Context: an optimization exercise on an open-source flow, tuned for small area and a short achievable clock period. The choices shown serve that exercise and are no tape-out recipe.
Only simulation tests tie the RTL to the original design; equivalence was not proved.
Power is estimated from default activity; no workload was simulated.

<file path="design/flow/constraint.sdc">
create_clock -name core_clock -period 6.0 [get_ports {clk}]
set_input_delay 1.2000 -clock core_clock [delete_from_list [all_inputs] [get_ports {clk}]]
set_output_delay 1.2000 -clock core_clock [all_outputs]
set_load 0.01 [all_outputs]
</file>
<file path="design/flow/design.v">
`default_nettype none
`timescale 1ns/1ns
module weight_stationary_pe #(
  parameter DATA_WIDTH=8  
)
(
  input wire clk,
  input wire reset,
  input wire load_weight,        
  input wire valid,              
  input wire [DATA_WIDTH-1:0] input_in,        
  input wire [DATA_WIDTH-1:0] weight,      
  input wire [DATA_WIDTH-1:0] psum_in,      
  output reg [DATA_WIDTH-1:0] input_out,     
  output reg [DATA_WIDTH-1:0] psum_out    
);
  reg [DATA_WIDTH-1:0] weight_reg;  
  always @(posedge clk or posedge reset) begin
    if (reset) begin 
      input_out <= 0;
      psum_out <= 0;
      weight_reg <= 0;
    end else begin
      if (load_weight) begin
        weight_reg <= weight;  
      end 
        psum_out <= psum_in + (input_in * weight_reg);  
        input_out <= input_in;  
    end
  end
endmodule
module systolic_array #(parameter DATA_WIDTH=8) 
(
    input wire clk,
    input wire reset,
    input wire load_weights,
    input wire start,
    input wire [DATA_WIDTH-1:0] w00,
    input wire [DATA_WIDTH-1:0] w01,
    input wire [DATA_WIDTH-1:0] w10,
    input wire [DATA_WIDTH-1:0] w11,
    input wire [DATA_WIDTH-1:0] x0,
    input wire [DATA_WIDTH-1:0] x1,
    output wire [DATA_WIDTH-1:0] y0,
    output wire [DATA_WIDTH-1:0] y1,
    output wire done
);
    wire [DATA_WIDTH-1:0] y0_internal;
    wire [DATA_WIDTH-1:0] y1_internal;
    wire [DATA_WIDTH-1:0] input_inter0;
    wire [DATA_WIDTH-1:0] input_inter1;
    wire [DATA_WIDTH-1:0] psum_inter0;
    wire [DATA_WIDTH-1:0] psum_inter1;
    wire [DATA_WIDTH-1:0] zero_wire;
    assign zero_wire = 8'b0;
    assign done = 1'b0;
    weight_stationary_pe PE00 (
        .clk(clk),
        .reset(reset),
        .load_weight(load_weights),
        .valid(start),
        .input_in(x0),
        .weight(w00),
        .psum_in(zero_wire),
        .input_out(input_inter0),
        .psum_out(psum_inter0)
    );
    weight_stationary_pe PE01 (
        .clk(clk),
        .reset(reset),
        .load_weight(load_weights),
        .valid(start),
        .input_in(input_inter0),
        .weight(w01),
        .psum_in(zero_wire),
        .input_out(),
        .psum_out(psum_inter1)
    );
    weight_stationary_pe PE10 (
        .clk(clk),
        .reset(reset),
        .load_weight(load_weights),
        .valid(start),
        .input_in(x1),
        .weight(w10),
        .psum_in(psum_inter0),
        .input_out(input_inter1),
        .psum_out(y0_internal)
    );
    weight_stationary_pe PE11 (
        .clk(clk),
        .reset(reset),
        .load_weight(load_weights),
        .valid(start),
        .input_in(input_inter1),
        .weight(w11),
        .psum_in(psum_inter1),
        .input_out(),
        .psum_out(y1_internal)   
    );
    reg [DATA_WIDTH-1:0] y0_reg;
    reg [DATA_WIDTH-1:0] y1_reg;
    always @(posedge clk or posedge reset) begin
        if (reset) begin
            y0_reg <= 0;
            y1_reg <= 0;
        end else begin
            y0_reg <= y0_internal;
            y1_reg <= y1_internal;
        end
    end
    assign y0 = y0_reg;
    assign y1 = y1_reg;
endmodule
</file>
<file path="design/flow/config.mk">
export PLATFORM = sky130hd
export DESIGN_NAME = systolic_array
export DESIGN_NICKNAME = systolic_array
export VERILOG_FILES = /design/flow/design.v
export SDC_FILE = /design/flow/constraint.sdc
export NUM_CORES = 4
export LEC_CHECK = 0
export CAP_MARGIN = 20
export CORE_MARGIN = 2
export CORE_UTILIZATION = 40
export SLEW_MARGIN = 20
</file>
<file path="design/flow/run.sh">
#!/bin/bash
# synth_recipe.tcl (not shown) runs the flow's synth.tcl, then flattens the netlist and writes it again
# the make line also repeats each setting of config.mk as NAME=value (left out here)
make -C /OpenROAD-flow-scripts/flow DESIGN_CONFIG=/design/flow/config.mk WORK_HOME=/design/flow/orfs CLKGATE_MAP_FILE= SYNTH_SCRIPT=/design/flow/synth_recipe.tcl finish
</file>
==> PnR_summary.wiki <==
{| class="wikitable"
! Metric !! Value
|-
| Peak supply drop || 0.180 mV
|-
| Final setup violation count || 0
|-
| Crit path to || PE10.psum_out[7]
|-
| Synth warnings || 2
|-
| Final Net Count || 851
|-
| Async set-reset flop share out of synthesis || 1.00
|-
| Post-synthesis cell count || 601
|-
| Proportion of layout cells with a drive suffix above 1 || 0.0723
|-
| ANT cells || 0
|-
| I/O pin count || 69
|-
| Max-capacitance violation count || 0
|-
| Data required time at the worst endpoint || 6.21 ns
|-
| Largest cells by area after synthesis || sky130_fd_sc_hd__dfrtp_1 36%, sky130_fd_sc_hd__fa_1 18%, sky130_fd_sc_hd__ha_1 12%
|-
| Clock Tree Root || sky130_fd_sc_hd__clkbuf_16
|-
| All-Layer GR Usage || 0.154
|-
| Fin crit share || 0.851
|-
| Area fraction of the dominant cell type after synthesis || 0.358
|-
| Dominant combinational cell family by area after synthesis || adder cells
|-
| Flop and latch count out of synthesis || 96
|-
| Fillcell total || 1492
|-
| Status || complete, no violations
|-
| CTS max path bufs || 2
|-
| Classification of the worst-slack hold path || register to register
|-
| Die Y || 134 um
|-
| PostCTS Resize Cnt || 0
|-
| Postcts setup bufs || 0
|-
| Area growth syn-to-layout || 18.7%
|-
| Total power after layout || 0.00327 W
|-
| Fin Hold WS || 0.346 ns
|-
| Clock latency at the later pin of the worst-skew pair || 0.34 ns
|-
| Leakage power || 3.97 nW
|-
| Worst Reg2Reg Path Length in Cells || 13
|-
| Area of the core || 16500 um2
|-
| Area enclosed by the die boundary || 17800 um2
|-
| Final RePlAce weighted congestion || 0.840
|-
| Antenna Nets Post-Route || 0
|-
| Post-synthesis share of cell area spent on full adders, half adders and majority gates || 0.302
|-
| CTS sink cnt || 96
|-
| Total net switching power || 0.00112 W
|-
| Worst Setup Start Kind || primary input
|-
| Number of global-route vias before repair || 4553
|-
| Global route overflow || 0
|-
| Worst Path Class, Setup || primary input to register
|-
| Post-synthesis cell type count || 17
|-
| Sum of routed wire length over all layers || 12100 um
|-
| Site row count || 47
|-
| Most area-hungry cell type in the Yosys netlist || sky130_fd_sc_hd__dfrtp_1
|-
| Max frequency || 196 MHz
|-
| Setup repair after global routing missed its margin || no
|-
| Ratio of total power to cell area || 411 nW/um2
|-
| Slew at the pin closest to its max-slew limit || 0.770 ns
|-
| Internal || 0.00216 W
|-
| Largest fanout on the critical path || 6
|-
| Part of the total power dissipated in sequential elements || 0.278
|-
| Fraction of the mapped netlist area in simple logic gates || 0.104
|-
| Min cycle time layout || 5.10 ns
|-
| Clock network power share || 0.198
|-
| Maximum number of pins on one net before global-route repair || 64
|-
| Max Slew Vio Count || 0
|-
| Die X || 134 um
|-
| Crit. End Element || register
|-
| Number of levels the H-tree was split into || 3
|-
| Clock-pin slew reported for the worst setup and hold paths after clock tree synthesis || 0.06 ns
|-
| Synthesized area per cell || 11.2 um2
|-
| Total negative setup slack || 0 ns
|-
| WL per Instance || 13.5 um
|-
| Launch point of the worst path || x1[3]
|-
| Seq/Total Area, Yosys || 0.358
|-
| Main flop type after synthesis || sky130_fd_sc_hd__dfrtp_1
|-
| Mean number of vias per cell || 4.57
|-
| Clock tree from TritonCTS || built
|-
| Slew Limit Headroom || 0.487
|-
| Synthesized Nets || 779
|-
| Initial core utilization || 0.408
|-
| Vias after detailed routing || 4102
|-
| Share of the synthesized netlist area taken by xor and xnor gates || 0.0954
|-
| Combinational share of power || 0.523
|-
| CTS Hold Buffers Added || 0
|-
| Reg-to-reg critical path endpoint || PE10.psum_out[7]
|-
| IO Port Bufs || 66
|-
| Detailed placement HPWL || 9520 um
|-
| Mux contribution to synthesized area || 0.0537
|-
| Post-synthesis compound-gate area fraction || 0.0149
|-
| Global-route wire length before repair || 21600 um
|-
| Hold violation count in the final report || 0
|-
| Maximum clock skew at final layout || 0.00581 ns
|-
| Top cell types by occurrence after synthesis || 120 x sky130_fd_sc_hd__inv_1, 96 x sky130_fd_sc_hd__dfrtp_1, 82 x sky130_fd_sc_hd__nand2_1, 66 x sky130_fd_sc_hd__ha_1, 62 x sky130_fd_sc_hd__and2_1
|-
| Number of enable flip-flop cells after synthesis || 0
|-
| Initial antenna violation count || 0
|-
| Cts bufs inserted || 9
|-
| Initial detailed-routing violation count || 124
|-
| Worst flop-to-flop path startpoint || PE10.weight_reg[1]
|-
| Number of design rule violations left after detail routing || 0
|-
| Number of detailed-route iterations in the first pass || 4
|-
| Most used standard cell by instance count after synthesis || sky130_fd_sc_hd__inv_1
|-
| Worst R2R Setup Slack || 1.86 ns
|-
| Switching power share of the total || 0.341
|-
| Crit path arrival time || 5.32 ns
|-
| Cell area after synthesis || 6710 um2
|}
## per-layer routing
layer  vias up  track usage  wire, um
li1       1956            -         -
met1      2038        0.194      5410
met2        83        0.257      5920
met3        25       0.0278       433
met4         0       0.0768       340
met5         -            0         0
## area by class of cell
type	count	area, um2	area share
clock inverters	5	104	0.0130
well taps	220	275	0.0345
inverters	120	453	0.0568
clock buffers	11	233	0.0292
flip-flops and latches	96	2400	0.301
multi-input cells	378	3830	0.480
repair buffers	68	676	0.0848
## layout by cell type, fill, tap and decap left out, drive strengths merged, types with 2 or more instances in the layout
cell	count
clkdlybuf4s50	66
fa	60
a21oi	8
clkbuf	11
mux2	32
nand2	82
bufinv	3
inv	121
xnor3	9
dfrtp	96
buf	2
xor2	11
and2	62
ha	66
xnor2	39
a21o	8
## logic make-up after synthesis
kind of cell,after synthesis
AOI/OAI and AO/OA,16
xor gates and xnor gates,59
adders and majority gates,126
buffers and inverters,127
DFF,96
muxes,32
other,1
and+or+nand+nor,144
## power by group through the flow
stage,Combinational (W),Clock (W),Sequential [W]
after CTS,0.00175,0.000675,0.000915
after global placement,0.00169,0,0.000924
final,0.00171,0.000649,0.000912
after floorplan,0.00131,0,0.000926
after detailed placement,0.00173,0,0.000928
after global routing,0.00199,0.000702,0.000933
## worst min path at each step
stage / start / to / cells past startpoint
2_1_floorplan: PE10.psum_out[0] / y0_reg[0] / 0
3_3_place_gp: PE11.psum_out[3] / y1_reg[3] / 0
3_5_place_dp: PE10.psum_out[1] / y0_reg[1] / 0
4_1_cts: PE10.psum_out[1] / y0_reg[1] / 0
5_1_grt: PE10.psum_out[1] / y0_reg[1] / 0
6_report: PE11.psum_out[6] / y1_reg[6] / 0
## critical path, stage by stage
cell,delay (ns)
sky130_fd_sc_hd__clkdlybuf4s50_1,0.61
sky130_fd_sc_hd__nand2_1,0.12
sky130_fd_sc_hd__fa_1,0.53
sky130_fd_sc_hd__inv_1,0.06
sky130_fd_sc_hd__fa_1,0.45
sky130_fd_sc_hd__ha_1,0.29
sky130_fd_sc_hd__inv_1,0.05
sky130_fd_sc_hd__fa_1,0.52
sky130_fd_sc_hd__inv_1,0.07
sky130_fd_sc_hd__fa_1,0.45
sky130_fd_sc_hd__a21o_1,0.17
sky130_fd_sc_hd__a21oi_1,0.17
sky130_fd_sc_hd__xnor3_1,0.24
sky130_fd_sc_hd__xnor3_1,0.39
## through the flow
| stage | setup slack, ns | utilization | cells | area, um2 |
|---|---|---|---|---|
| finish | 0.895 | 0.484 | 898 | 7970 |
| global route | 0.738 | 0.484 | 898 | 7970 |
| CTS | 0.885 | 0.484 | 898 | 7970 |
| detailed placement | 0.521 | 0.464 | 882 | 7630 |
| global placement | 0.532 | 0.464 | 882 | 7630 |
| floorplan | 1.41 | - | 601 | 6710 |

## what the ideal ports hide
How much do the figures lean on ideal ports? The routed layout below was timed once more, with nothing changed but the port constraints.
Step 1 assumes that a clkbuf_16 drives the clock port and a buf_2 every other input.
Step 2 also shifts input and output timing later by t, the mid clock arrival at the registers, as if the neighbouring blocks saw the same clock.
Slacks: ideal ports / drivers / drivers and shift; pairs: ideal ports / drivers.
shift t [ns]: 0.382
slack for setup (ns): 0.895 / 0.912 / 0.530
worst setup path at the end: input to register
After both steps this run still meets setup and hold. The setup slack of this run moves by +0.017 ns with the drivers and by -0.365 ns with both steps.
